Background: an optimization exercise with open tools, aiming at small area, a short achievable clock period and few clock cycles. Do not read the settings as production practice.

// HW3_FPMUL_SP
module HW3_FPMUL_SP(Clk, Rst, St, FPmplier, FPmcand, Done, Ovf, Unf, FPproduct);
  input Clk, Rst, St;
  input [31:0] FPmcand;
  input [31:0] FPmplier;
  output reg Done;
  output Ovf, Unf;
  output [31:0] FPproduct;
  reg busy;                 
  reg [22:0] M;             
  reg [25:1] M3;            
  reg [8:0] ES;             
  reg sgn;
  reg [24:0] P;             
  wire [23:0] mi = {1'b1, FPmcand[22:0]};
  wire [24:0] qi = {1'b1, FPmplier[22:0], 1'b0};    
  wire [25:0] m3i = {1'b0, mi, 1'b0} + {2'b00, mi};
  reg [24:0] Q;
  always @(posedge Clk) begin
    M <= FPmcand[22:0];
    M3 <= m3i[25:1];
    Q <= qi;
  end
  wire [7:0] s1, s2, s3, s4, ng;
  genvar g;
  generate for (g = 0; g < 8; g = g + 1) begin : enc
    wire [3:0] b = Q[3*g+3:3*g];
    wire [2:0] v = {1'b0, b[2], 1'b0} + b[1] + b[0];
    wire [2:0] a = b[3] ? 3'd4 - v : v;
    assign s1[g] = (a == 3'd1);
    assign s2[g] = (a == 3'd2);
    assign s3[g] = (a == 3'd3);
    assign s4[g] = (a == 3'd4);
    assign ng[g] = b[3];
  end endgenerate
  wire [25:0] m1 = {2'b01, M};
  ...
For scale: about 100 I/O pins, about 17000 um^2 of cells after synthesis.
export LEC_CHECK = 0
export ABC_CLOCK_PERIOD_IN_PS = 3500
export CAP_MARGIN = 20
export CORE_MARGIN = 2
export CORE_UTILIZATION = 40
export SETUP_SLACK_MARGIN = 5
export SLEW_MARGIN = 20
create_clock -name core_clock -period 9.0 [get_ports {Clk}]
run.sh (not shown) runs the stock make flow with config.mk's settings and CLKGATE_MAP_FILE= SYNTH_SCRIPT=/design/flow/synth_recipe.tcl, a recipe that flattens the netlist after the stock synthesis.
Next try:
--- a/flow/design.v
+++ b/flow/design.v
@@ -10,32 +10,32 @@
   reg [25:1] M3;            
   reg [8:0] ES;             
   reg sgn;
   reg [24:0] P;             
   wire [23:0] mi = {1'b1, FPmcand[22:0]};
   wire [24:0] qi = {1'b1, FPmplier[22:0], 1'b0};    
   wire [25:0] m3i = {1'b0, mi, 1'b0} + {2'b00, mi};
-  reg [24:0] Q;
-  always @(posedge Clk) begin
-    M <= FPmcand[22:0];
-    M3 <= m3i[25:1];
-    Q <= qi;
-  end
-  wire [7:0] s1, s2, s3, s4, ng;
+  reg [7:0] s1, s2, s3, s4, ng;    
+  wire [7:0] s1i, s2i, s3i, s4i, ngi;
   genvar g;
   generate for (g = 0; g < 8; g = g + 1) begin : enc
-    wire [3:0] b = Q[3*g+3:3*g];
+    wire [3:0] b = qi[3*g+3:3*g];
     wire [2:0] v = {1'b0, b[2], 1'b0} + b[1] + b[0];
     wire [2:0] a = b[3] ? 3'd4 - v : v;
-    assign s1[g] = (a == 3'd1);
-    assign s2[g] = (a == 3'd2);
-    assign s3[g] = (a == 3'd3);
-    assign s4[g] = (a == 3'd4);
-    assign ng[g] = b[3];
+    assign s1i[g] = (a == 3'd1);
+    assign s2i[g] = (a == 3'd2);
+    assign s3i[g] = (a == 3'd3);
+    assign s4i[g] = (a == 3'd4);
+    assign ngi[g] = b[3];
   end endgenerate
+  always @(posedge Clk) begin
+    M <= FPmcand[22:0];
+    M3 <= m3i[25:1];
+    s1 <= s1i; s2 <= s2i; s3 <= s3i; s4 <= s4i; ng <= ngi;
+  end
   wire [25:0] m1 = {2'b01, M};
   wire [25:0] m2 = {1'b1, M, 1'b0};
   wire [25:0] m3 = {M3, M[0]};
   wire [25:0] m4 = {1'b1, M, 2'b00};
   wire [25:0] y0 = (({26{s1[0]}} & m1) | ({26{s2[0]}} & m2) | ({26{s3[0]}} & m3) | ({26{s4[0]}} & m4)) ^ {26{ng[0]}};
   wire [25:0] y1 = (({26{s1[1]}} & m1) | ({26{s2[1]}} & m2) | ({26{s3[1]}} & m3) | ({26{s4[1]}} & m4)) ^ {26{ng[1]}};
   wire [25:0] y2 = (({26{s1[2]}} & m1) | ({26{s2[2]}} & m2) | ({26{s3[2]}} & m3) | ({26{s4[2]}} & m4)) ^ {26{ng[2]}};
After rerunning:
- The changed run finished clean
- clock skew decreases by 8.4 ps
- core utilization went up by 1.8 points
- wire length decreases by a few percent
- final area rose slightly
- global-route usage shrinks by 0.22 points
- die area shrinks slightly
- area after synthesis is lower slightly
- worst setup slack gets better by 870 ps
- non-clock buffer count goes down by 12
- worst hold slack improves by 83 ps
- sequential share of layout area rose by 1.6 points
Function was not checked in any run of this note: the RTL went through the layout flow alone.

## what the ideal ports hide
No port has a modelled driver above. Below, the same layouts with a new extraction and two added sets of constraints. Step 1, drivers: a clkbuf_16 drives Clk and a buf_2 each remaining input, both assumed. Step 2 times the ports against the registers' clock, not the clock port: input delays grow and output delays shrink by t, the midpoint of the rising clock arrivals with the driver on. Slacks: ideal ports / drivers / drivers and shift; pairs: ideal ports / drivers.
run	t (ns)	setup slack, ns	worst setup path at the end	slew at the worst register clock pin (ns)
the first run	0.449	2.823 / 2.823 / 2.823	register to register	0.09 / 0.09
the second run	0.512	3.691 / 3.691 / 3.691	register to register	0.07 / 0.07
After both steps setup and hold are still met in every run listed.
